This is an optimization exercise on Yosys and OpenROAD, whose aim is small area and a short achievable clock period, not a production implementation.
Function was checked by simulation only, so behaviour that the tests miss may differ from the original.
Power figures rest on the tool's default switching activity, not on a simulated workload.

==> design/flow/config.mk <==
export PLATFORM = sky130hd
export DESIGN_NAME = rf_alu
export DESIGN_NICKNAME = rf_alu
export VERILOG_FILES = /design/flow/design.v
export SDC_FILE = /design/flow/constraint.sdc
export NUM_CORES = 4
export LEC_CHECK = 0
export CAP_MARGIN = 20
export CORE_MARGIN = 2
export CORE_UTILIZATION = 50
export CTS_BUF_LIST = sky130_fd_sc_hd__clkbuf_8
export SETUP_SLACK_MARGIN = 2.2
export SLEW_MARGIN = 20
export SYNTH_HIERARCHICAL = 1
export SYNTH_MINIMUM_KEEP_SIZE = 0
==> design/flow/constraint.sdc <==
create_clock -name core_clock -period 11.0 [get_ports {clk}]
set_input_delay 2.2000 -clock core_clock [delete_from_list [all_inputs] [get_ports {clk}]]
set_output_delay 2.2000 -clock core_clock [all_outputs]
set_load 0.01 [all_outputs]
==> design/flow/design.v <==
`timescale 1ns / 1ps
module registerfile(
    input clk,
    input rst,
    input WriteEnable,
    input [4:0] rs1,
    input [4:0] rs2,
    input [4:0] rd,
    input [31:0] WriteData,
    output [31:0] readdata1,
    output [31:0] readdata2
);
reg  [31:0] regs [1:31];
reg  [31:1] valid;
wire [31:1] wsel;
wire [991:0] flat;
genvar g;
generate
    for (g = 1; g < 32; g = g + 1) begin : row
        assign wsel[g] = WriteEnable && (rd == g);
        assign flat[32*g-1 -: 32] = regs[g];
        always @(posedge clk)
            if (wsel[g])
                regs[g] <= WriteData;
    end
endgenerate
always @(posedge clk or posedge rst)
    if (rst)
        valid <= 31'b0;
    else
        valid <= valid | wsel;
rf_rport port1(.rs(rs1), .valid(valid), .d(flat), .y(readdata1));
rf_rport port2(.rs(rs2), .valid(valid), .d(flat), .y(readdata2));
endmodule
module rf_rport(
    input  [4:0]   rs,
    input  [31:1]  valid,
    input  [991:0] d,
    output [31:0]  y
);
wire [3:0] lo = 4'b0001 << rs[1:0];
wire [7:0] hi = 8'b0000_0001 << rs[4:2];
wire [31:1] s, u;
genvar g;
generate
    for (g = 1; g < 32; g = g + 1) begin : dec
        assign s[g] = valid[g] & lo[g % 4] & hi[g / 4];
        assign u[g] = ~valid[g] & lo[g % 4] & hi[g / 4];
    end
endgenerate
generate
    for (g = 0; g < 32; g = g + 1) begin : rb
        wire [30:0] col;
        genvar r;
        for (r = 1; r < 32; r = r + 1) begin : c
            assign col[r-1] = d[32*(r-1) + g];
        end
        if (g < 5) begin : lo
            rf_mux31t #(.B(g)) m(.d(col), .s(s), .u(u), .y(y[g]));
        end else begin : hi
            rf_mux31 m(.d(col), .s(s), .y(y[g]));
        end
    end
endgenerate
endmodule
module rf_aoi222(input a1, input a2, input b1, input b2, input c1, input c2, output y);
assign y = ~((a1 & a2) | (b1 & b2) | (c1 & c2));
endmodule
module rf_nand2(input a, input b, output y);
assign y = ~(a & b);
endmodule
module rf_mux31(input [30:0] d, input [31:1] s, output y);
wire [10:0] n;
genvar k;
generate
    for (k = 0; k < 10; k = k + 1) begin : a
        rf_aoi222 u(.a1(d[3*k]), .a2(s[3*k+1]), .b1(d[3*k+1]), .b2(s[3*k+2]),
                    .c1(d[3*k+2]), .c2(s[3*k+3]), .y(n[k]));
    end
endgenerate
rf_nand2 u30(.a(d[30]), .b(s[31]), .y(n[10]));
rf_or11n o(.n(n), .y(y));
endmodule
module rf_mux31t #(parameter B = 0) (input [30:0] d, input [31:1] s, input [31:1] u, output y);
wire [10:0] n;
genvar k;
generate
    for (k = 0; k < 10; k = k + 1) begin : a
        rf_aoi222 u(.a1(d[3*k]), .a2(s[3*k+1]), .b1(d[3*k+1]), .b2(s[3*k+2]),
                    .c1(d[3*k+2]), .c2(s[3*k+3]), .y(n[k]));
    end
endgenerate
rf_nand2 u30(.a(d[30]), .b(s[31]), .y(n[10]));
wire [15:0] t;
generate
    for (k = 0; k < 16; k = k + 1) begin : ix
        localparam integer R = ((k >> B) << (B + 1)) | (1 << B) | (k & ((1 << B) - 1));
        assign t[k] = u[R];
    end
endgenerate
wire [3:0] m;
generate
    for (k = 0; k < 4; k = k + 1) begin : nr
        rf_nor4 v(.a(t[4*k+3:4*k]), .y(m[k]));
    end
endgenerate
rf_or15n o(.n({m, n}), .y(y));
endmodule
module rf_nor4(input [3:0] a, output y);
assign y = ~|a;
endmodule
module rf_or11n(input [10:0] n, output y);
wire a, b, c, cn, ab;
rf_nand4 u0(.a(n[3:0]), .y(a));
rf_nand4 u1(.a(n[7:4]), .y(b));
rf_nand3 u2(.a(n[10:8]), .y(c));
rf_nor2 u3(.a(a), .b(b), .y(ab));
rf_inv u4(.a(c), .y(cn));
rf_nand2 u5(.a(ab), .b(cn), .y(y));
endmodule
module rf_or15n(input [14:0] n, output y);
wire a, b, c, d, ab, cd;
rf_nand4 u0(.a(n[3:0]), .y(a));
rf_nand4 u1(.a(n[7:4]), .y(b));
rf_nand4 u2(.a(n[11:8]), .y(c));
rf_nand3 u3(.a(n[14:12]), .y(d));
rf_nor2 u4(.a(a), .b(b), .y(ab));
rf_nor2 u5(.a(c), .b(d), .y(cd));
rf_nand2 u6(.a(ab), .b(cd), .y(y));
endmodule
module rf_nand4(input [3:0] a, output y);
assign y = ~&a;
endmodule
module rf_nand3(input [2:0] a, output y);
assign y = ~&a;
endmodule
module rf_nor2(input a, input b, output y);
assign y = ~(a | b);
endmodule
module rf_inv(input a, output y);
assign y = ~a;
endmodule
module alu_add(input [31:0] a, input [31:0] b, input sub, output [31:0] s,
               output [31:0] p, output [31:0] g);
wire [31:0] p0, g0;
wire [31:0] bx = b ^ {32{sub}};
wire g0x;
assign p = p0;
assign g = {g0[31:1], g0x};
genvar i;
generate for (i = 0; i < 32; i = i + 1) begin : pg
    alu_x2 x(.a(a[i]), .b(bx[i]), .y(p0[i]));
    if (i == 0) begin : c
        alu_a2 n(.a(a[i]), .b(bx[i]), .y(g0x));
        alu_g0 m(.gx(g0x), .p(p0[0]), .sub(sub), .g(g0[0]));
    end else begin : c
        alu_a2 n(.a(a[i]), .b(bx[i]), .y(g0[i]));
    end
end endgenerate
wire [31:0] g1, p1;
alu_inv v1_0(.a(g0[0]), .y(g1[0]));
assign p1[0] = 1'b0;
alu_gcp c1_1(.g1(g0[1]), .p1(p0[1]), .g0(g0[0]), .g(g1[1]));
assign p1[1] = 1'b0;
alu_bcp c1_2(.g1(g0[2]), .p1(p0[2]), .g0(g0[1]), .p0(p0[1]), .g(g1[2]), .p(p1[2]));
alu_bcp c1_3(.g1(g0[3]), .p1(p0[3]), .g0(g0[2]), .p0(p0[2]), .g(g1[3]), .p(p1[3]));
alu_bcp c1_4(.g1(g0[4]), .p1(p0[4]), .g0(g0[3]), .p0(p0[3]), .g(g1[4]), .p(p1[4]));
alu_bcp c1_5(.g1(g0[5]), .p1(p0[5]), .g0(g0[4]), .p0(p0[4]), .g(g1[5]), .p(p1[5]));
alu_bcp c1_6(.g1(g0[6]), .p1(p0[6]), .g0(g0[5]), .p0(p0[5]), .g(g1[6]), .p(p1[6]));
alu_bcp c1_7(.g1(g0[7]), .p1(p0[7]), .g0(g0[6]), .p0(p0[6]), .g(g1[7]), .p(p1[7]));
alu_bcp c1_8(.g1(g0[8]), .p1(p0[8]), .g0(g0[7]), .p0(p0[7]), .g(g1[8]), .p(p1[8]));
alu_bcp c1_9(.g1(g0[9]), .p1(p0[9]), .g0(g0[8]), .p0(p0[8]), .g(g1[9]), .p(p1[9]));
alu_bcp c1_10(.g1(g0[10]), .p1(p0[10]), .g0(g0[9]), .p0(p0[9]), .g(g1[10]), .p(p1[10]));
alu_bcp c1_11(.g1(g0[11]), .p1(p0[11]), .g0(g0[10]), .p0(p0[10]), .g(g1[11]), .p(p1[11]));
alu_bcp c1_12(.g1(g0[12]), .p1(p0[12]), .g0(g0[11]), .p0(p0[11]), .g(g1[12]), .p(p1[12]));
alu_bcp c1_13(.g1(g0[13]), .p1(p0[13]), .g0(g0[12]), .p0(p0[12]), .g(g1[13]), .p(p1[13]));
alu_bcp c1_14(.g1(g0[14]), .p1(p0[14]), .g0(g0[13]), .p0(p0[13]), .g(g1[14]), .p(p1[14]));
alu_bcp c1_15(.g1(g0[15]), .p1(p0[15]), .g0(g0[14]), .p0(p0[14]), .g(g1[15]), .p(p1[15]));
alu_bcp c1_16(.g1(g0[16]), .p1(p0[16]), .g0(g0[15]), .p0(p0[15]), .g(g1[16]), .p(p1[16]));
alu_bcp c1_17(.g1(g0[17]), .p1(p0[17]), .g0(g0[16]), .p0(p0[16]), .g(g1[17]), .p(p1[17]));
alu_bcp c1_18(.g1(g0[18]), .p1(p0[18]), .g0(g0[17]), .p0(p0[17]), .g(g1[18]), .p(p1[18]));
alu_bcp c1_19(.g1(g0[19]), .p1(p0[19]), .g0(g0[18]), .p0(p0[18]), .g(g1[19]), .p(p1[19]));
alu_bcp c1_20(.g1(g0[20]), .p1(p0[20]), .g0(g0[19]), .p0(p0[19]), .g(g1[20]), .p(p1[20]));
alu_bcp c1_21(.g1(g0[21]), .p1(p0[21]), .g0(g0[20]), .p0(p0[20]), .g(g1[21]), .p(p1[21]));
alu_bcp c1_22(.g1(g0[22]), .p1(p0[22]), .g0(g0[21]), .p0(p0[21]), .g(g1[22]), .p(p1[22]));
alu_bcp c1_23(.g1(g0[23]), .p1(p0[23]), .g0(g0[22]), .p0(p0[22]), .g(g1[23]), .p(p1[23]));
alu_bcp c1_24(.g1(g0[24]), .p1(p0[24]), .g0(g0[23]), .p0(p0[23]), .g(g1[24]), .p(p1[24]));
alu_bcp c1_25(.g1(g0[25]), .p1(p0[25]), .g0(g0[24]), .p0(p0[24]), .g(g1[25]), .p(p1[25]));
alu_bcp c1_26(.g1(g0[26]), .p1(p0[26]), .g0(g0[25]), .p0(p0[25]), .g(g1[26]), .p(p1[26]));
alu_bcp c1_27(.g1(g0[27]), .p1(p0[27]), .g0(g0[26]), .p0(p0[26]), .g(g1[27]), .p(p1[27]));
alu_bcp c1_28(.g1(g0[28]), .p1(p0[28]), .g0(g0[27]), .p0(p0[27]), .g(g1[28]), .p(p1[28]));
alu_bcp c1_29(.g1(g0[29]), .p1(p0[29]), .g0(g0[28]), .p0(p0[28]), .g(g1[29]), .p(p1[29]));
alu_bcp c1_30(.g1(g0[30]), .p1(p0[30]), .g0(g0[29]), .p0(p0[29]), .g(g1[30]), .p(p1[30]));
alu_bcp c1_31(.g1(g0[31]), .p1(p0[31]), .g0(g0[30]), .p0(p0[30]), .g(g1[31]), .p(p1[31]));
wire [31:0] g2, p2;
alu_inv v2_0(.a(g1[0]), .y(g2[0]));
assign p2[0] = 1'b0;
alu_inv v2_1(.a(g1[1]), .y(g2[1]));
assign p2[1] = 1'b0;
alu_gcn c2_2(.g1(g1[2]), .p1(p1[2]), .g0(g1[0]), .g(g2[2]));
assign p2[2] = 1'b0;
alu_gcn c2_3(.g1(g1[3]), .p1(p1[3]), .g0(g1[1]), .g(g2[3]));
assign p2[3] = 1'b0;
alu_bcn c2_4(.g1(g1[4]), .p1(p1[4]), .g0(g1[2]), .p0(p1[2]), .g(g2[4]), .p(p2[4]));
alu_bcn c2_5(.g1(g1[5]), .p1(p1[5]), .g0(g1[3]), .p0(p1[3]), .g(g2[5]), .p(p2[5]));
alu_bcn c2_6(.g1(g1[6]), .p1(p1[6]), .g0(g1[4]), .p0(p1[4]), .g(g2[6]), .p(p2[6]));
alu_bcn c2_7(.g1(g1[7]), .p1(p1[7]), .g0(g1[5]), .p0(p1[5]), .g(g2[7]), .p(p2[7]));
alu_bcn c2_8(.g1(g1[8]), .p1(p1[8]), .g0(g1[6]), .p0(p1[6]), .g(g2[8]), .p(p2[8]));
alu_bcn c2_9(.g1(g1[9]), .p1(p1[9]), .g0(g1[7]), .p0(p1[7]), .g(g2[9]), .p(p2[9]));
alu_bcn c2_10(.g1(g1[10]), .p1(p1[10]), .g0(g1[8]), .p0(p1[8]), .g(g2[10]), .p(p2[10]));
alu_bcn c2_11(.g1(g1[11]), .p1(p1[11]), .g0(g1[9]), .p0(p1[9]), .g(g2[11]), .p(p2[11]));
alu_bcn c2_12(.g1(g1[12]), .p1(p1[12]), .g0(g1[10]), .p0(p1[10]), .g(g2[12]), .p(p2[12]));
alu_bcn c2_13(.g1(g1[13]), .p1(p1[13]), .g0(g1[11]), .p0(p1[11]), .g(g2[13]), .p(p2[13]));
alu_bcn c2_14(.g1(g1[14]), .p1(p1[14]), .g0(g1[12]), .p0(p1[12]), .g(g2[14]), .p(p2[14]));
alu_bcn c2_15(.g1(g1[15]), .p1(p1[15]), .g0(g1[13]), .p0(p1[13]), .g(g2[15]), .p(p2[15]));
alu_bcn c2_16(.g1(g1[16]), .p1(p1[16]), .g0(g1[14]), .p0(p1[14]), .g(g2[16]), .p(p2[16]));
alu_bcn c2_17(.g1(g1[17]), .p1(p1[17]), .g0(g1[15]), .p0(p1[15]), .g(g2[17]), .p(p2[17]));
alu_bcn c2_18(.g1(g1[18]), .p1(p1[18]), .g0(g1[16]), .p0(p1[16]), .g(g2[18]), .p(p2[18]));
alu_bcn c2_19(.g1(g1[19]), .p1(p1[19]), .g0(g1[17]), .p0(p1[17]), .g(g2[19]), .p(p2[19]));
alu_bcn c2_20(.g1(g1[20]), .p1(p1[20]), .g0(g1[18]), .p0(p1[18]), .g(g2[20]), .p(p2[20]));
alu_bcn c2_21(.g1(g1[21]), .p1(p1[21]), .g0(g1[19]), .p0(p1[19]), .g(g2[21]), .p(p2[21]));
alu_bcn c2_22(.g1(g1[22]), .p1(p1[22]), .g0(g1[20]), .p0(p1[20]), .g(g2[22]), .p(p2[22]));
alu_bcn c2_23(.g1(g1[23]), .p1(p1[23]), .g0(g1[21]), .p0(p1[21]), .g(g2[23]), .p(p2[23]));
alu_bcn c2_24(.g1(g1[24]), .p1(p1[24]), .g0(g1[22]), .p0(p1[22]), .g(g2[24]), .p(p2[24]));
alu_bcn c2_25(.g1(g1[25]), .p1(p1[25]), .g0(g1[23]), .p0(p1[23]), .g(g2[25]), .p(p2[25]));
alu_bcn c2_26(.g1(g1[26]), .p1(p1[26]), .g0(g1[24]), .p0(p1[24]), .g(g2[26]), .p(p2[26]));
alu_bcn c2_27(.g1(g1[27]), .p1(p1[27]), .g0(g1[25]), .p0(p1[25]), .g(g2[27]), .p(p2[27]));
alu_bcn c2_28(.g1(g1[28]), .p1(p1[28]), .g0(g1[26]), .p0(p1[26]), .g(g2[28]), .p(p2[28]));
alu_bcn c2_29(.g1(g1[29]), .p1(p1[29]), .g0(g1[27]), .p0(p1[27]), .g(g2[29]), .p(p2[29]));
alu_bcn c2_30(.g1(g1[30]), .p1(p1[30]), .g0(g1[28]), .p0(p1[28]), .g(g2[30]), .p(p2[30]));
alu_bcn c2_31(.g1(g1[31]), .p1(p1[31]), .g0(g1[29]), .p0(p1[29]), .g(g2[31]), .p(p2[31]));
wire [31:0] g3, p3;
alu_inv v3_0(.a(g2[0]), .y(g3[0]));
assign p3[0] = 1'b0;
alu_inv v3_1(.a(g2[1]), .y(g3[1]));
assign p3[1] = 1'b0;
alu_inv v3_2(.a(g2[2]), .y(g3[2]));
assign p3[2] = 1'b0;
alu_inv v3_3(.a(g2[3]), .y(g3[3]));
assign p3[3] = 1'b0;
alu_gcp c3_4(.g1(g2[4]), .p1(p2[4]), .g0(g2[0]), .g(g3[4]));
assign p3[4] = 1'b0;
alu_gcp c3_5(.g1(g2[5]), .p1(p2[5]), .g0(g2[1]), .g(g3[5]));
assign p3[5] = 1'b0;
alu_gcp c3_6(.g1(g2[6]), .p1(p2[6]), .g0(g2[2]), .g(g3[6]));
assign p3[6] = 1'b0;
alu_gcp c3_7(.g1(g2[7]), .p1(p2[7]), .g0(g2[3]), .g(g3[7]));
assign p3[7] = 1'b0;
alu_bcp c3_8(.g1(g2[8]), .p1(p2[8]), .g0(g2[4]), .p0(p2[4]), .g(g3[8]), .p(p3[8]));
alu_bcp c3_9(.g1(g2[9]), .p1(p2[9]), .g0(g2[5]), .p0(p2[5]), .g(g3[9]), .p(p3[9]));
alu_bcp c3_10(.g1(g2[10]), .p1(p2[10]), .g0(g2[6]), .p0(p2[6]), .g(g3[10]), .p(p3[10]));
alu_bcp c3_11(.g1(g2[11]), .p1(p2[11]), .g0(g2[7]), .p0(p2[7]), .g(g3[11]), .p(p3[11]));
alu_bcp c3_12(.g1(g2[12]), .p1(p2[12]), .g0(g2[8]), .p0(p2[8]), .g(g3[12]), .p(p3[12]));
alu_bcp c3_13(.g1(g2[13]), .p1(p2[13]), .g0(g2[9]), .p0(p2[9]), .g(g3[13]), .p(p3[13]));
alu_bcp c3_14(.g1(g2[14]), .p1(p2[14]), .g0(g2[10]), .p0(p2[10]), .g(g3[14]), .p(p3[14]));
alu_bcp c3_15(.g1(g2[15]), .p1(p2[15]), .g0(g2[11]), .p0(p2[11]), .g(g3[15]), .p(p3[15]));
alu_bcp c3_16(.g1(g2[16]), .p1(p2[16]), .g0(g2[12]), .p0(p2[12]), .g(g3[16]), .p(p3[16]));
alu_bcp c3_17(.g1(g2[17]), .p1(p2[17]), .g0(g2[13]), .p0(p2[13]), .g(g3[17]), .p(p3[17]));
alu_bcp c3_18(.g1(g2[18]), .p1(p2[18]), .g0(g2[14]), .p0(p2[14]), .g(g3[18]), .p(p3[18]));
alu_bcp c3_19(.g1(g2[19]), .p1(p2[19]), .g0(g2[15]), .p0(p2[15]), .g(g3[19]), .p(p3[19]));
alu_bcp c3_20(.g1(g2[20]), .p1(p2[20]), .g0(g2[16]), .p0(p2[16]), .g(g3[20]), .p(p3[20]));
alu_bcp c3_21(.g1(g2[21]), .p1(p2[21]), .g0(g2[17]), .p0(p2[17]), .g(g3[21]), .p(p3[21]));
alu_bcp c3_22(.g1(g2[22]), .p1(p2[22]), .g0(g2[18]), .p0(p2[18]), .g(g3[22]), .p(p3[22]));
alu_bcp c3_23(.g1(g2[23]), .p1(p2[23]), .g0(g2[19]), .p0(p2[19]), .g(g3[23]), .p(p3[23]));
alu_bcp c3_24(.g1(g2[24]), .p1(p2[24]), .g0(g2[20]), .p0(p2[20]), .g(g3[24]), .p(p3[24]));
alu_bcp c3_25(.g1(g2[25]), .p1(p2[25]), .g0(g2[21]), .p0(p2[21]), .g(g3[25]), .p(p3[25]));
alu_bcp c3_26(.g1(g2[26]), .p1(p2[26]), .g0(g2[22]), .p0(p2[22]), .g(g3[26]), .p(p3[26]));
alu_bcp c3_27(.g1(g2[27]), .p1(p2[27]), .g0(g2[23]), .p0(p2[23]), .g(g3[27]), .p(p3[27]));
alu_bcp c3_28(.g1(g2[28]), .p1(p2[28]), .g0(g2[24]), .p0(p2[24]), .g(g3[28]), .p(p3[28]));
alu_bcp c3_29(.g1(g2[29]), .p1(p2[29]), .g0(g2[25]), .p0(p2[25]), .g(g3[29]), .p(p3[29]));
alu_bcp c3_30(.g1(g2[30]), .p1(p2[30]), .g0(g2[26]), .p0(p2[26]), .g(g3[30]), .p(p3[30]));
alu_bcp c3_31(.g1(g2[31]), .p1(p2[31]), .g0(g2[27]), .p0(p2[27]), .g(g3[31]), .p(p3[31]));
wire [31:0] g4, p4;
alu_inv v4_0(.a(g3[0]), .y(g4[0]));
assign p4[0] = 1'b0;
alu_inv v4_1(.a(g3[1]), .y(g4[1]));
assign p4[1] = 1'b0;
alu_inv v4_2(.a(g3[2]), .y(g4[2]));
assign p4[2] = 1'b0;
alu_inv v4_3(.a(g3[3]), .y(g4[3]));
assign p4[3] = 1'b0;
alu_inv v4_4(.a(g3[4]), .y(g4[4]));
assign p4[4] = 1'b0;
alu_inv v4_5(.a(g3[5]), .y(g4[5]));
assign p4[5] = 1'b0;
alu_inv v4_6(.a(g3[6]), .y(g4[6]));
assign p4[6] = 1'b0;
alu_inv v4_7(.a(g3[7]), .y(g4[7]));
assign p4[7] = 1'b0;
alu_gcn c4_8(.g1(g3[8]), .p1(p3[8]), .g0(g3[0]), .g(g4[8]));
assign p4[8] = 1'b0;
alu_gcn c4_9(.g1(g3[9]), .p1(p3[9]), .g0(g3[1]), .g(g4[9]));
assign p4[9] = 1'b0;
alu_gcn c4_10(.g1(g3[10]), .p1(p3[10]), .g0(g3[2]), .g(g4[10]));
assign p4[10] = 1'b0;
alu_gcn c4_11(.g1(g3[11]), .p1(p3[11]), .g0(g3[3]), .g(g4[11]));
assign p4[11] = 1'b0;
alu_gcn c4_12(.g1(g3[12]), .p1(p3[12]), .g0(g3[4]), .g(g4[12]));
assign p4[12] = 1'b0;
alu_gcn c4_13(.g1(g3[13]), .p1(p3[13]), .g0(g3[5]), .g(g4[13]));
assign p4[13] = 1'b0;
alu_gcn c4_14(.g1(g3[14]), .p1(p3[14]), .g0(g3[6]), .g(g4[14]));
assign p4[14] = 1'b0;
alu_gcn c4_15(.g1(g3[15]), .p1(p3[15]), .g0(g3[7]), .g(g4[15]));
assign p4[15] = 1'b0;
alu_bcn c4_16(.g1(g3[16]), .p1(p3[16]), .g0(g3[8]), .p0(p3[8]), .g(g4[16]), .p(p4[16]));
alu_bcn c4_17(.g1(g3[17]), .p1(p3[17]), .g0(g3[9]), .p0(p3[9]), .g(g4[17]), .p(p4[17]));
alu_bcn c4_18(.g1(g3[18]), .p1(p3[18]), .g0(g3[10]), .p0(p3[10]), .g(g4[18]), .p(p4[18]));
alu_bcn c4_19(.g1(g3[19]), .p1(p3[19]), .g0(g3[11]), .p0(p3[11]), .g(g4[19]), .p(p4[19]));
alu_bcn c4_20(.g1(g3[20]), .p1(p3[20]), .g0(g3[12]), .p0(p3[12]), .g(g4[20]), .p(p4[20]));
alu_bcn c4_21(.g1(g3[21]), .p1(p3[21]), .g0(g3[13]), .p0(p3[13]), .g(g4[21]), .p(p4[21]));
alu_bcn c4_22(.g1(g3[22]), .p1(p3[22]), .g0(g3[14]), .p0(p3[14]), .g(g4[22]), .p(p4[22]));
alu_bcn c4_23(.g1(g3[23]), .p1(p3[23]), .g0(g3[15]), .p0(p3[15]), .g(g4[23]), .p(p4[23]));
alu_bcn c4_24(.g1(g3[24]), .p1(p3[24]), .g0(g3[16]), .p0(p3[16]), .g(g4[24]), .p(p4[24]));
alu_bcn c4_25(.g1(g3[25]), .p1(p3[25]), .g0(g3[17]), .p0(p3[17]), .g(g4[25]), .p(p4[25]));
alu_bcn c4_26(.g1(g3[26]), .p1(p3[26]), .g0(g3[18]), .p0(p3[18]), .g(g4[26]), .p(p4[26]));
alu_bcn c4_27(.g1(g3[27]), .p1(p3[27]), .g0(g3[19]), .p0(p3[19]), .g(g4[27]), .p(p4[27]));
alu_bcn c4_28(.g1(g3[28]), .p1(p3[28]), .g0(g3[20]), .p0(p3[20]), .g(g4[28]), .p(p4[28]));
alu_bcn c4_29(.g1(g3[29]), .p1(p3[29]), .g0(g3[21]), .p0(p3[21]), .g(g4[29]), .p(p4[29]));
alu_bcn c4_30(.g1(g3[30]), .p1(p3[30]), .g0(g3[22]), .p0(p3[22]), .g(g4[30]), .p(p4[30]));
alu_bcn c4_31(.g1(g3[31]), .p1(p3[31]), .g0(g3[23]), .p0(p3[23]), .g(g4[31]), .p(p4[31]));
wire [31:0] g5, p5;
assign p5[0] = 1'b0;
assign p5[1] = 1'b0;
assign p5[2] = 1'b0;
assign p5[3] = 1'b0;
assign p5[4] = 1'b0;
assign p5[5] = 1'b0;
assign p5[6] = 1'b0;
assign p5[7] = 1'b0;
assign p5[8] = 1'b0;
assign p5[9] = 1'b0;
assign p5[10] = 1'b0;
assign p5[11] = 1'b0;
assign p5[12] = 1'b0;
assign p5[13] = 1'b0;
assign p5[14] = 1'b0;
assign p5[15] = 1'b0;
alu_gcp c5_16(.g1(g4[16]), .p1(p4[16]), .g0(g4[0]), .g(g5[16]));
assign p5[16] = 1'b0;
alu_gcp c5_17(.g1(g4[17]), .p1(p4[17]), .g0(g4[1]), .g(g5[17]));
assign p5[17] = 1'b0;
alu_gcp c5_18(.g1(g4[18]), .p1(p4[18]), .g0(g4[2]), .g(g5[18]));
assign p5[18] = 1'b0;
alu_gcp c5_19(.g1(g4[19]), .p1(p4[19]), .g0(g4[3]), .g(g5[19]));
assign p5[19] = 1'b0;
alu_gcp c5_20(.g1(g4[20]), .p1(p4[20]), .g0(g4[4]), .g(g5[20]));
assign p5[20] = 1'b0;
alu_gcp c5_21(.g1(g4[21]), .p1(p4[21]), .g0(g4[5]), .g(g5[21]));
assign p5[21] = 1'b0;
alu_gcp c5_22(.g1(g4[22]), .p1(p4[22]), .g0(g4[6]), .g(g5[22]));
assign p5[22] = 1'b0;
alu_gcp c5_23(.g1(g4[23]), .p1(p4[23]), .g0(g4[7]), .g(g5[23]));
assign p5[23] = 1'b0;
alu_gcp c5_24(.g1(g4[24]), .p1(p4[24]), .g0(g4[8]), .g(g5[24]));
assign p5[24] = 1'b0;
alu_gcp c5_25(.g1(g4[25]), .p1(p4[25]), .g0(g4[9]), .g(g5[25]));
assign p5[25] = 1'b0;
alu_gcp c5_26(.g1(g4[26]), .p1(p4[26]), .g0(g4[10]), .g(g5[26]));
assign p5[26] = 1'b0;
alu_gcp c5_27(.g1(g4[27]), .p1(p4[27]), .g0(g4[11]), .g(g5[27]));
assign p5[27] = 1'b0;
alu_gcp c5_28(.g1(g4[28]), .p1(p4[28]), .g0(g4[12]), .g(g5[28]));
assign p5[28] = 1'b0;
alu_gcp c5_29(.g1(g4[29]), .p1(p4[29]), .g0(g4[13]), .g(g5[29]));
assign p5[29] = 1'b0;
alu_gcp c5_30(.g1(g4[30]), .p1(p4[30]), .g0(g4[14]), .g(g5[30]));
assign p5[30] = 1'b0;
alu_gcp c5_31(.g1(g4[31]), .p1(p4[31]), .g0(g4[15]), .g(g5[31]));
assign p5[31] = 1'b0;
assign s[0] = p0[0] ^ sub;
assign s[1] = p0[1] ^ g4[0];
assign s[2] = p0[2] ^ g4[1];
assign s[3] = p0[3] ^ g4[2];
assign s[4] = p0[4] ^ g4[3];
assign s[5] = p0[5] ^ g4[4];
assign s[6] = p0[6] ^ g4[5];
assign s[7] = p0[7] ^ g4[6];
assign s[8] = p0[8] ^ g4[7];
assign s[9] = p0[9] ^ g4[8];
assign s[10] = p0[10] ^ g4[9];
assign s[11] = p0[11] ^ g4[10];
assign s[12] = p0[12] ^ g4[11];
assign s[13] = p0[13] ^ g4[12];
assign s[14] = p0[14] ^ g4[13];
assign s[15] = p0[15] ^ g4[14];
assign s[16] = p0[16] ^ g4[15];
assign s[17] = ~(p0[17] ^ g5[16]);
assign s[18] = ~(p0[18] ^ g5[17]);
assign s[19] = ~(p0[19] ^ g5[18]);
assign s[20] = ~(p0[20] ^ g5[19]);
assign s[21] = ~(p0[21] ^ g5[20]);
assign s[22] = ~(p0[22] ^ g5[21]);
assign s[23] = ~(p0[23] ^ g5[22]);
assign s[24] = ~(p0[24] ^ g5[23]);
assign s[25] = ~(p0[25] ^ g5[24]);
assign s[26] = ~(p0[26] ^ g5[25]);
assign s[27] = ~(p0[27] ^ g5[26]);
assign s[28] = ~(p0[28] ^ g5[27]);
assign s[29] = ~(p0[29] ^ g5[28]);
assign s[30] = ~(p0[30] ^ g5[29]);
assign s[31] = ~(p0[31] ^ g5[30]);
endmodule
module alu_x2(input a, input b, output y);
assign y = a ^ b;
endmodule
module alu_a2(input a, input b, output y);
assign y = a & b;
endmodule
module alu_g0(input gx, input p, input sub, output g);
assign g = gx | (p & sub);
endmodule
module alu_bcp(input g1, input p1, input g0, input p0, output g, output p);
assign g = ~(g1 | (p1 & g0));
assign p = ~(p1 & p0);
endmodule
module alu_gcp(input g1, input p1, input g0, output g);
assign g = ~(g1 | (p1 & g0));
endmodule
module alu_bcn(input g1, input p1, input g0, input p0, output g, output p);
assign g = ~(g1 & (p1 | g0));
assign p = ~(p1 | p0);
endmodule
module alu_gcn(input g1, input p1, input g0, output g);
assign g = ~(g1 & (p1 | g0));
endmodule
module alu_inv(input a, output y);
assign y = ~a;
endmodule
module alu_ao4(input [3:0] d, input [3:0] s, output y);
assign y = |(d & s);
endmodule
module alu_mx2(input a, input b, input s, output y);
assign y = s ? b : a;
endmodule
module alu_shl(input [31:0] x, input [4:0] sh, output [31:0] y);
wire [3:0] s1 = 4'b0001 << sh[1:0];
wire [3:0] s2 = 4'b0001 << sh[3:2];
wire [31:0] t1, t2;
genvar i;
generate for (i = 0; i < 32; i = i + 1) begin : st
    if (i >= 3) begin : a
        alu_ao4 a(.d({x[i-3], x[i-2], x[i-1], x[i]}), .s(s1), .y(t1[i]));
    end else if (i == 2) begin : a
        assign t1[i] = (x[2] & s1[0]) | (x[1] & s1[1]) | (x[0] & s1[2]);
    end else if (i == 1) begin : a
        assign t1[i] = (x[1] & s1[0]) | (x[0] & s1[1]);
    end else begin : a
        assign t1[i] = x[0] & s1[0];
    end
    if (i >= 12) begin : b
        alu_ao4 b(.d({t1[i-12], t1[i-8], t1[i-4], t1[i]}), .s(s2), .y(t2[i]));
    end else if (i >= 8) begin : b
        assign t2[i] = (t1[i] & s2[0]) | (t1[i-4] & s2[1]) | (t1[i-8] & s2[2]);
    end else if (i >= 4) begin : b
        assign t2[i] = (t1[i] & s2[0]) | (t1[i-4] & s2[1]);
    end else begin : b
        assign t2[i] = t1[i] & s2[0];
    end
    if (i >= 16) begin : c
        alu_mx2 c(.a(t2[i]), .b(t2[i-16]), .s(sh[4]), .y(y[i]));
    end else begin : c
        assign y[i] = t2[i] & ~sh[4];
    end
end endgenerate
endmodule
module alu_res(input sum, input sl, input sr, input lg,
               input s_add, input s_sll, input s_srl, output y);
assign y = (sum & s_add) | (sl & s_sll) | (sr & s_srl) | lg;
endmodule
module alu(
    input  [31:0] A,
    input  [31:0] B,
    input  [3:0]  ALUControl,
    output [31:0] ALUResult,
    output Zero
);
wire [3:0] c = ALUControl;
wire s_and = (c == 4'b0000);
wire s_or  = (c == 4'b0001);
wire s_add = (c == 4'b0010) | (c == 4'b0110);
wire s_xor = (c == 4'b0011);
wire s_sll = (c == 4'b0100);
wire s_srl = (c == 4'b0101);
wire s_eq  = (c == 4'b0111);
wire sub   = c[2];
wire [31:0] sum, p, g;
alu_add add(.a(A), .b(B), .sub(sub), .s(sum), .p(p), .g(g));
function [31:0] rev(input [31:0] x);
    integer k;
    for (k = 0; k < 32; k = k + 1) rev[k] = x[31-k];
endfunction
wire [31:0] shin = c[0] ? rev(A) : A;
wire [31:0] shl;
alu_shl sh(.x(shin), .sh(B[4:0]), .y(shl));
wire [31:0] shr = rev(shl);
wire [31:0] x  = A ^ B;
wire [31:0] o  = A | B;
wire [31:0] an = A & B;
wire        eq = ~|x;
wire [31:0] lg = (an & {32{s_and}}) | (o & {32{s_or}}) | (x & {32{s_xor}})
               | {31'd0, eq & s_eq};
genvar i;
generate for (i = 0; i < 32; i = i + 1) begin : rb
    alu_res r(.sum(sum[i]), .sl(shl[i]), .sr(shr[i]), .lg(lg[i]),
              .s_add(s_add), .s_sll(s_sll), .s_srl(s_srl), .y(ALUResult[i]));
end endgenerate
wire add_zero = ~|(x ^ {o[30:0], 1'b0});
wire [31:0] nz;
genvar k;
generate for (k = 0; k < 32; k = k + 1) begin : pz
    assign nz[k] = |shin[k:0];
end endgenerate
wire [31:0] zs = 32'd1 << B[4:0];
wire sh_zero  = ~|(zs & rev(nz));
assign Zero = (s_and & ~|an) | (s_or & ~|o) | ((c == 4'b0010) & add_zero)
            | ((c == 4'b0110) & eq) | (s_xor & eq) | ((s_sll | s_srl) & sh_zero)
            | (s_eq & ~eq) | ~(s_and | s_or | s_add | s_xor | s_sll | s_srl | s_eq);
endmodule
`timescale 1ns / 1ps
module rf_alu(
    input         clk,
    input         rst,
    input         WriteEnable,
    input  [4:0]  rs1,
    input  [4:0]  rs2,
    input  [4:0]  rd,
    input  [31:0] WriteData,
    input  [3:0]  ALUControl,
    output [31:0] ReadData1,
    output [31:0] ReadData2,
    output [31:0] ALUResult,
    output        Zero
);
registerfile rfmod(
    .clk(clk),
    .rst(rst),
    .WriteEnable(WriteEnable),
    .rs1(rs1),
    .rs2(rs2),
    .rd(rd),
    .WriteData(WriteData),
    .readdata1(ReadData1),
    .readdata2(ReadData2)
);
alu alumod(
    .A(ReadData1),
    .B(ReadData2),
    .ALUControl(ALUControl),
    .ALUResult(ALUResult),
    .Zero(Zero)
);
endmodule
==> design/flow/run.sh <==
#!/bin/bash
# synth_recipe.tcl (not shown) runs the flow's synth.tcl, then flattens the netlist and writes it again
# the make line also repeats each setting of config.mk as NAME=value (left out here)
make -C /OpenROAD-flow-scripts/flow DESIGN_CONFIG=/design/flow/config.mk WORK_HOME=/design/flow/orfs CLKGATE_MAP_FILE= SYNTH_SCRIPT=/design/flow/synth_recipe.tcl finish
==> results of run 1 <==
-- registers in the layout, indices dropped and copies added (netlist names) --
| register | cells |
|---|---|
| rfmod.regs | 992 |
| rfmod.valid | 31 |
-- placed cells by master, fill, tap and decap left out, drive strengths merged, types with 5 or more instances in the layout --
| cell | count |
|---|---|
| mux2 | 24 |
| nor2b | 15 |
| nand2 | 307 |
| clkbuf | 176 |
| and3 | 66 |
| or3b | 7 |
| buf | 330 |
| and2b | 5 |
| or2 | 7 |
| xor2 | 112 |
| xnor2 | 17 |
| and2 | 38 |
| dlygate4sd2 | 28 |
| o21bai | 31 |
| dfrtp | 31 |
| a22oi | 162 |
| a31oi | 5 |
| mux2i | 9 |
| ha | 64 |
| edfxtp | 992 |
| nor2 | 179 |
| clkinv | 38 |
| nand3 | 72 |
| nand2b | 13 |
| diode | 7 |
| nand4 | 162 |
| a222oi | 640 |
| nand3b | 9 |
| a21oi | 110 |
| o22ai | 6 |
| o21ai | 113 |
| and3b | 6 |
| o31ai | 5 |
| nor4 | 83 |
| nor3 | 66 |
| clkdlybuf4s50 | 90 |
| inv | 218 |
| clkinvlp | 6 |
| nor3b | 13 |
-- repair_timing --
action / 4_1_cts / 5_1_grt
gates resized for setup: 504 / 206
endpoints found under the setup margin: 35 / 33
pin swaps: 146 / 156
setup buffers: 55 / 31
gates cloned: 4 / 10
-- per-layer routing --
metal / up-vias / track usage / wire length [microns]
met3: 697 / 0.129 / 33200
met5: - / 0 / 27
met1: 21584 / 0.561 / 79400
met2: 3979 / 0.619 / 96200
li1: 17042 / - / -
met4: 4 / 0.210 / 13600
-- final cells by class --
type / instances / area (sq um)
Timing Repair Buffer: 463 / 4450
Timing Repair inverter: 1 / 7.51
Multi-Input combinational cell: 2391 / 20500
Clock inverter: 121 / 643
Sequential cell: 1023 / 30600
Inverter: 142 / 543
Antenna cell: 7 / 17.5
Tap cell: 1287 / 1610
Clock buffer: 165 / 2270
Fill cell: 7627 / 37300
-- where the power goes --
| group | leakage (uW) | total, uW | switching, uW | internal (uW) |
|---|---|---|---|---|
| clock | 0.00173 | 2990 | 1530 | 1460 |
| combinational | 0.00953 | 2800 | 1860 | 939 |
| sequential | 0.00929 | 4450 | 102 | 4350 |
-- per-stage QoR --
step,utilization,std cells,total power [uW],hold slack [ns]
3_5_place_dp,0.554,5207,6770,0.636
2_1_floorplan,-,3613,5680,0.497
5_1_grt,0.619,5595,10500,0.700
4_1_cts,0.605,5552,9970,0.668
3_3_place_gp,0.553,5204,6770,0.641
6_report,0.619,5600,10200,0.698
-- path summary, 6_finish.rpt --
check,end,cells past startpoint
hold / removal,rfmod.valid[1],1
hold reg to reg,rfmod.valid[1],1
max in group asynchronous,rfmod.valid[6],2
min in group asynchronous,rfmod.valid[1],2
setup / recovery,ALUResult[26],19
setup reg to reg,rfmod.valid[19],1
-- critical path, cell delays in order --
cell	delay [ns]
sky130_fd_sc_hd__buf_4	0.16
sky130_fd_sc_hd__and2_1	0.23
sky130_fd_sc_hd__and3_4	0.23
sky130_fd_sc_hd__buf_12	0.17
sky130_fd_sc_hd__a222oi_1	0.44
sky130_fd_sc_hd__nand4_1	0.59
sky130_fd_sc_hd__nor2_4	0.37
sky130_fd_sc_hd__nand2_4	0.13
sky130_fd_sc_hd__xor2_2	0.18
sky130_fd_sc_hd__xor2_2	0.39
sky130_fd_sc_hd__nand2_2	0.16
sky130_fd_sc_hd__nor2_2	0.19
sky130_fd_sc_hd__nand2_1	0.14
sky130_fd_sc_hd__nor2_2	0.17
sky130_fd_sc_hd__a21oi_4	0.09
sky130_fd_sc_hd__xnor2_2	0.18
sky130_fd_sc_hd__a21oi_4	0.22
sky130_fd_sc_hd__nand2_1	0.09
sky130_fd_sc_hd__dlygate4sd2_1	0.29
==> results.sh, run 1 <==
export IMPL_final_layout_size_suffix_gt1_frac=0.273
export IMPL_worstHoldPathType="reg -> reg"
export IMPL_synthToLayoutAreaGrowth_pct=23.0
export IMPL_clk_transition_reported_paths_ns=0.07
export IMPL_wl_microns=222000
export IMPL_start_util=0.503
export IMPL_final_setup_worst_slack_ns=2.12
export IMPL_mappedNetlistNets=3731
export IMPL_worst_setup_path_type="in -> out"
export IMPL_f_max_ghz=0.113
export IMPL_max_cap_violations=0
export IMPL_skew_pair_late_insertion_delay_ns=0.85
export IMPL_timing_critical_path_required_ns=8.80
export IMPL_max_slew_worst_pin_slew_ns=1.06
export IMPL_number_of_nets_at_the_end_of_the_flow=4303
export IMPL_timing_critical_path_arrival_ns=6.68
export IMPL_wl_per_cell_microns=39.7
export IMPL_tritoncts_num_buffers=163
export IMPL_groute_usage_overall=0.419
export IMPL_drt_initial_drc_count=10772
export IMPL_cts_hold_buf=0
export IMPL_chipWidth_microns=318
export IMPL_htreeDepth=4
export IMPL_power_leakage_uw=0.0206
export IMPL_vdd_drop_max_v=0.000154
export IMPL_synth_yosys_warnings=9
export IMPL_dieArea_sq_um=101000
export IMPL_place_gp_congestion=1.09
export IMPL_first_global_vias=40694
export IMPL_routed_via_count=43306
export IMPL_fin_crit_ns=8.88
export IMPL_placed_cell_area_sq_um=54300
export IMPL_syn_instance_count=3613
export IMPL_worst_r2r_src="rfmod.valid[19]"
export IMPL_grt_setup_unrepaired="true"
export IMPL_row_count=115
export IMPL_final_area_sq_um=60600
export IMPL_die_height_microns=318
export IMPL_final_hold_violation_count=0
export IMPL_hpwlAfterDp_microns=147000
export IMPL_worst_slew_margin_rel=0.287
export IMPL_fin_crit_sh=0.807
export IMPL_crit_path_start="rs2[0]"
export IMPL_initial_antenna_violation_count=12
export IMPL_grt_start_max_net_pins=71
export IMPL_length_of_the_first_detailed_routing_pass_in_iterations=14
export IMPL_detailedPlace_worstSlack_ns=0.0329
export IMPL_post_synth_instance_area_sq_um=49300
export IMPL_place_port_buffers=150
export IMPL_route_detailed_drc=0
export IMPL_tns_setup_ns=0
export IMPL_vias_per_cell=7.73
export IMPL_global_route_overflow_total=0
export IMPL_setup_worst_path_start_class="primary input"
export IMPL_syn_avg_cell_area_sq_um=13.6
export IMPL_cts_tree="built"
export IMPL_status="complete, no violations"
export IMPL_timing_critical_path_to_type="primary output"
export IMPL_critical_path_max_fanout=23
export IMPL_slew_viol_final=0
export IMPL_io_pins=151
export IMPL_fin_skew_ns=0
export IMPL_max_buffers_root_to_sink=3
export IMPL_grt_first_pass_wirelength_microns=302000
export IMPL_core_area_sq_um=98000
export IMPL_power_per_cell_area_nw_per_um2=169
export IMPL_r2r_setup_slack_ns=10.03
export IMPL_cts_sink_count=1023
export IMPL_finalSetupViolations=0
export IMPL_cts_root_buf="sky130_fd_sc_hd__clkbuf_8"
export IMPL_worstHoldStart="rfmod.valid[1]"
export IMPL_route_antenna_remaining_nets=0
==> run 2, diff against run 1 <==
--- a/design/flow/design.v
+++ b/design/flow/design.v
@@ -433,20 +433,27 @@
 module alu_mx2(input a, input b, input s, output y);
 assign y = s ? b : a;
 endmodule
-module alu_shl(input [31:0] x, input [4:0] sh, output [31:0] y);
+module alu_ao8(input [7:0] d, input [7:0] s, output y);
+assign y = |(d & s);
+endmodule
+module alu_shl(input [31:0] x, input rv, input [4:0] sh, output [31:0] y);
 wire [3:0] s1 = 4'b0001 << sh[1:0];
+wire [3:0] sf = s1 & {4{~rv}};
+wire [3:0] sr = s1 & {4{rv}};
 wire [3:0] s2 = 4'b0001 << sh[3:2];
 wire [31:0] t1, t2;
 genvar i;
 generate for (i = 0; i < 32; i = i + 1) begin : st
     if (i >= 3) begin : a
-        alu_ao4 a(.d({x[i-3], x[i-2], x[i-1], x[i]}), .s(s1), .y(t1[i]));
+        alu_ao8 a(.d({x[i-3], x[i-2], x[i-1], x[i], x[34-i], x[33-i], x[32-i], x[31-i]}),
+                  .s({sf, sr}), .y(t1[i]));
     end else if (i == 2) begin : a
-        assign t1[i] = (x[2] & s1[0]) | (x[1] & s1[1]) | (x[0] & s1[2]);
+        assign t1[i] = (x[2] & sf[0]) | (x[1] & sf[1]) | (x[0] & sf[2])
+                     | (x[29] & sr[0]) | (x[30] & sr[1]) | (x[31] & sr[2]);
     end else if (i == 1) begin : a
-        assign t1[i] = (x[1] & s1[0]) | (x[0] & s1[1]);
+        assign t1[i] = (x[1] & sf[0]) | (x[0] & sf[1]) | (x[30] & sr[0]) | (x[31] & sr[1]);
     end else begin : a
-        assign t1[i] = x[0] & s1[0];
+        assign t1[i] = (x[0] & sf[0]) | (x[31] & sr[0]);
     end
     if (i >= 12) begin : b
         alu_ao4 b(.d({t1[i-12], t1[i-8], t1[i-4], t1[i]}), .s(s2), .y(t2[i]));
@@ -492,20 +499,18 @@
 endfunction
 wire [31:0] shin = c[0] ? rev(A) : A;
 wire [31:0] shl;
-alu_shl sh(.x(shin), .sh(B[4:0]), .y(shl));
+alu_shl sh(.x(A), .rv(c[0]), .sh(B[4:0]), .y(shl));
 wire [31:0] shr = rev(shl);
-wire [31:0] x  = A ^ B;
-wire [31:0] o  = A | B;
-wire [31:0] an = A & B;
-wire        eq = ~|x;
-wire [31:0] lg = (an & {32{s_and}}) | (o & {32{s_or}}) | (x & {32{s_xor}})
+wire [31:0] o  = p | g;
+wire        eq = &p;
+wire [31:0] lg = (g & {32{s_and}}) | (o & {32{s_or}}) | (p & {32{s_xor}})
                | {31'd0, eq & s_eq};
 genvar i;
 generate for (i = 0; i < 32; i = i + 1) begin : rb
     alu_res r(.sum(sum[i]), .sl(shl[i]), .sr(shr[i]), .lg(lg[i]),
               .s_add(s_add), .s_sll(s_sll), .s_srl(s_srl), .y(ALUResult[i]));
 end endgenerate
-wire add_zero = ~|(x ^ {o[30:0], 1'b0});
+wire add_zero = ~|(p ^ {o[30:0], 1'b0});
 wire [31:0] nz;
 genvar k;
 generate for (k = 0; k < 32; k = k + 1) begin : pz
@@ -513,8 +518,8 @@
 end endgenerate
 wire [31:0] zs = 32'd1 << B[4:0];
 wire sh_zero  = ~|(zs & rev(nz));
-assign Zero = (s_and & ~|an) | (s_or & ~|o) | ((c == 4'b0010) & add_zero)
-            | ((c == 4'b0110) & eq) | (s_xor & eq) | ((s_sll | s_srl) & sh_zero)
+assign Zero = (s_and & ~|g) | (s_or & ~|o) | ((c == 4'b0010) & add_zero)
+            | ((c == 4'b0110) & eq) | (s_xor & ~|p) | ((s_sll | s_srl) & sh_zero)
             | (s_eq & ~eq) | ~(s_and | s_or | s_add | s_xor | s_sll | s_srl | s_eq);
 endmodule
 `timescale 1ns / 1ps
--- a/design/flow/config.mk
+++ b/design/flow/config.mk
@@ -9,7 +9,7 @@
 export CORE_MARGIN = 2
 export CORE_UTILIZATION = 50
 export CTS_BUF_LIST = sky130_fd_sc_hd__clkbuf_8
-export SETUP_SLACK_MARGIN = 2.2
+export SETUP_SLACK_MARGIN = 3
 export SLEW_MARGIN = 20
 export SYNTH_HIERARCHICAL = 1
 export SYNTH_MINIMUM_KEEP_SIZE = 0
==> results.sh, run 2 <==
export IMPL_hpwlAfterDp_microns=140000
export IMPL_cts_root_buf="sky130_fd_sc_hd__clkbuf_8"
export IMPL_synth_seq_area_share=0.624
export IMPL_row_count=114
export IMPL_max_slew_worst_pin_slew_ns=1.15
export IMPL_initial_antenna_violation_count=18
export IMPL_f_max_ghz=0.108
export IMPL_crit_path_start="rs1[2]"
export IMPL_htreeDepth=4
export IMPL_combinational_share_of_power=0.283
export IMPL_clk_transition_reported_paths_ns=0.05
export IMPL_share_clk_of_total_power=0.287
export IMPL_grt_start_max_net_pins=42
export IMPL_ys_ff_latch=1023
export IMPL_route_antenna_remaining_nets=0
export IMPL_cts_tree="built"
export IMPL_p_sw_uw=3540
export IMPL_synthToLayoutAreaGrowth_pct=26.0
export IMPL_place_port_buffers=150
export IMPL_largest_register="rfmod.regs"
export IMPL_max_cap_violations=0
export IMPL_commonest_cells_after_routing_fill_and_taps_aside="sky130_fd_sc_hd__edfxtp_1, sky130_fd_sc_hd__a222oi_1, sky130_fd_sc_hd__buf_4"
export IMPL_tns_setup_ns=0
export IMPL_cts_hold_buf=0
export IMPL_synth_fa_ha_area_frac=0
export IMPL_length_of_the_first_detailed_routing_pass_in_iterations=17
export IMPL_finalSetupViolations=0
export IMPL_critical_path_max_fanout=5
export IMPL_max_buffers_root_to_sink=3
export IMPL_leading_register_cell_type_out_of_synthesis="sky130_fd_sc_hd__edfxtp_1"
export IMPL_timing_critical_path_max_delay_family="simple AND/OR/NAND/NOR gates"
export IMPL_timing_critical_path_cells="buf_12 -> nor3b_4 -> and3_4 -> buf_4 -> buf_12 -> a222oi_1 -> nand4_1 -> nor2_4 -> nand2_4 -> buf_6 -> or3_4 -> a222oi_1 -> buf_4 -> buf_6 -> nand4b_1 -> o31ai_1 -> nand4_1 -> o31ai_4 -> buf_2"
export IMPL_synth_simple_area_share=0.120
export IMPL_skew_pair_late_insertion_delay_ns=0.85
export IMPL_number_of_nets_at_the_end_of_the_flow=4387
export IMPL_post_synth_edffs=992
export IMPL_final_hold_violation_count=0
export IMPL_synth_cell_types=76
export IMPL_synthTopCellsByCount="sky130_fd_sc_hd__edfxtp_1, sky130_fd_sc_hd__a222oi_1, sky130_fd_sc_hd__nand2_1"
export IMPL_internal_power_uw=6910
export IMPL_wl_per_cell_microns=39.8
export IMPL_core_area_sq_um=96900
export IMPL_grt_first_pass_wirelength_microns=316000
export IMPL_worst_r2r_src="rfmod.valid[8]"
export IMPL_vias_per_cell=7.90
export IMPL_p_sw_frac=0.339
export IMPL_worst_path_buf_inv=7
export IMPL_status="complete, no violations"
export IMPL_synth_compound_gate_area_share=0.209
export IMPL_die_height_microns=317
export IMPL_post_synth_instance_area_sq_um=49000
export IMPL_power_leakage_uw=0.0210
export IMPL_async_flop_share=0.0303
export IMPL_slew_viol_final=0
export IMPL_tritoncts_num_buffers=161
export IMPL_worstHoldPathType="reg -> reg"
export IMPL_groute_usage_overall=0.446
export IMPL_timing_critical_path_required_ns=8.80
export IMPL_routed_via_count=45360
export IMPL_syn_avg_cell_area_sq_um=13.8
export IMPL_final_util=0.638
export IMPL_setup_worst_path_start_class="primary input"
export IMPL_final_common_cell="sky130_fd_sc_hd__edfxtp_1"
export IMPL_final_area_sq_um=61800
export IMPL_route_detailed_drc=0
export IMPL_sequentialPowerShare=0.430
export IMPL_syn_instance_count=3561
export IMPL_final_layout_size_suffix_gt1_frac=0.322
export IMPL_fin_skew_ns=0
export IMPL_synth_top_cells_by_area="sky130_fd_sc_hd__edfxtp_1, sky130_fd_sc_hd__a222oi_1, sky130_fd_sc_hd__a22oi_1"
export IMPL_largest_area_contributor_in_the_synthesized_netlist="sky130_fd_sc_hd__edfxtp_1"
export IMPL_power_per_cell_area_nw_per_um2=169
export IMPL_timing_critical_path_arrival_ns=7.04
export IMPL_drt_initial_drc_count=11426
export IMPL_mappedNetlistNets=3615
export IMPL_worstHoldStart="rfmod.valid[28]"
export IMPL_synth_top_family_by_area="compound AO/OA/AOI/OAI gates"
export IMPL_place_gp_congestion=1.01
export IMPL_synthMuxAreaShare=0.0101
export IMPL_cpMaxStageDelayCell="sky130_fd_sc_hd__a222oi_1"
export IMPL_vdd_drop_max_v=0.000156
export IMPL_most_used_standard_cell_by_instance_count_after_synthesis="sky130_fd_sc_hd__edfxtp_1"
export IMPL_first_global_vias=43191
export IMPL_grt_setup_unrepaired="true"
export IMPL_global_route_overflow_total=0
export IMPL_worst_setup_path_type="in -> out"
export IMPL_largest_register_ff_count=992
export IMPL_yosys_area_top_type_share=0.608
export IMPL_dieArea_sq_um=101000
export IMPL_worst_slew_margin_rel=0.229
export IMPL_chipWidth_microns=317
export IMPL_yosys_area_share_xor_xnor=0.0193
export IMPL_cts_sink_count=1023
export IMPL_fin_crit_sh=0.840
export IMPL_timing_critical_path_to_type="primary output"
export IMPL_wl_microns=229000
export IMPL_placed_cell_area_sq_um=54100
export IMPL_synth_yosys_warnings=9
export IMPL_largest_registers="rfmod.regs (992), rfmod.valid (31)"
export IMPL_start_util=0.506
export IMPL_cpPeakStageDelay_ns=0.79
export IMPL_io_pins=151
export IMPL_fin_crit_ns=9.24
==> run 2: final timing paths <==
kind                                    to  slack, ns  cells after the start
setup / recovery                      Zero       1.76                     19
hold / removal             rfmod.valid[28]       0.69                      1
setup reg to reg            rfmod.valid[8]       9.80                      1
hold reg to reg            rfmod.valid[28]       0.69                      1
max in group asynchronous   rfmod.valid[9]       8.77                      2
min in group asynchronous   rfmod.valid[6]       1.77                      2
==> run 2: cell type report <==
class                           instances  area [sq um]
Sequential cell                      1023         30600
Clock buffer                          163          2240
Antenna cell                            7          17.5
Tap cell                             1276          1600
Timing Repair Buffer                  669          6130
Inverter                               80           313
Clock inverter                        126           684
Fill cell                            7268         35100
Multi-Input combinational cell       2398         20200
==> run 2: through the flow <==
stage	worst slack (ns)	hold WS, ns	power [uW]	instances
final	1.76	0.695	10500	5742
after global placement	0.395	0.644	6780	5168
after CTS	2.27	0.678	10300	5709
after detailed placement	0.408	0.661	6790	5169
after global routing	1.92	0.695	10700	5736
after floorplan	3.00	0.496	5710	3561
==> run 2: layer usage <==
layer | vias to the layer above | routed length (microns) | global-route usage
met1 | 22325 | 75700 | 0.540
li1 | 17554 | - | -
met2 | 4385 | 102000 | 0.691
met4 | 22 | 18900 | 0.300
met5 | - | 153 | 0
met3 | 1074 | 32300 | 0.132
==> run 2: cells by family after synthesis <==
kind of cell,after synthesis
xor+xnor,108
simple gates,1084
compound gates,1140
flops,1023
buf+inv,168
mux,38
==> run 2: Yosys stat by module (local to each module, per instance), a selection <==
| module | times used | cell area [sq um] |
|---|---|---|
| alu | 1 | 2080 |
| alu_gcp | 20 | 8.76 |
| rf_nor2 | 74 | 3.75 |
| alu_ao8 | 29 | 36.3 |
| alu_ao4 | 20 | 18.8 |
| alu_a2 | 32 | 6.26 |
| alu_inv | 15 | 3.75 |
| rf_nand4 | 138 | 6.26 |
| alu_shl | 1 | 552 |
| alu_add | 1 | 872 |
| alu_bcn | 42 | 12.5 |
| rf_nor4 | 40 | 12.5 |
| rf_aoi222 | 640 | 10.0 |
==> run 2: what timing repair did <==
item / 4_1_cts / 5_1_grt
resized for setup: 743 / 64
pin swaps: 318 / 70
gates cloned: 35 / 0
setup buffers: 216 / 26
endpoints found under the setup margin: 84 / 33
==> run 2: power by group through the flow <==
stage	registers, uW	logic [uW]	clock network [uW]
after floorplan	4470	1240	0
after global placement	4530	2260	0
after detailed placement	4530	2260	0
after CTS	4480	2770	3010
after global routing	4480	3040	3170
final	4490	2960	3000

[afterwards: timing with drivers on the ports]
Ports are ideal in the flow. The routed layouts listed here were re-timed in OpenROAD. Step 1, drivers: a clkbuf_16 drives clk and a buf_2 each remaining input, both assumed. Step 2 adds t to the input delays and takes it off the output delays; t is the mean of the earliest and latest rising clock arrival at the registers after step 1. Input paths then give back, and output paths get back, about the clock's delay inside the block. a / b / c = ideal / step 1 / step 2; a / b = the first two.
run | shift t [ns] | setup slack, ns | worst setup path at the end | worst register clock-pin slew, ns | pins driven straight from the clock port
run 1 | 0.913 | 2.118 / 2.028 / 2.028 | input to output | 0.07 / 0.07 | 1
run 2 | 0.923 | 1.762 / 1.708 / 1.708 | input to output | 0.07 / 0.07 | 1
After both steps every run listed still meets setup and hold. The setup slack of run 1, which loses most, moves by -0.090 ns with the drivers and by -0.090 ns with both steps.
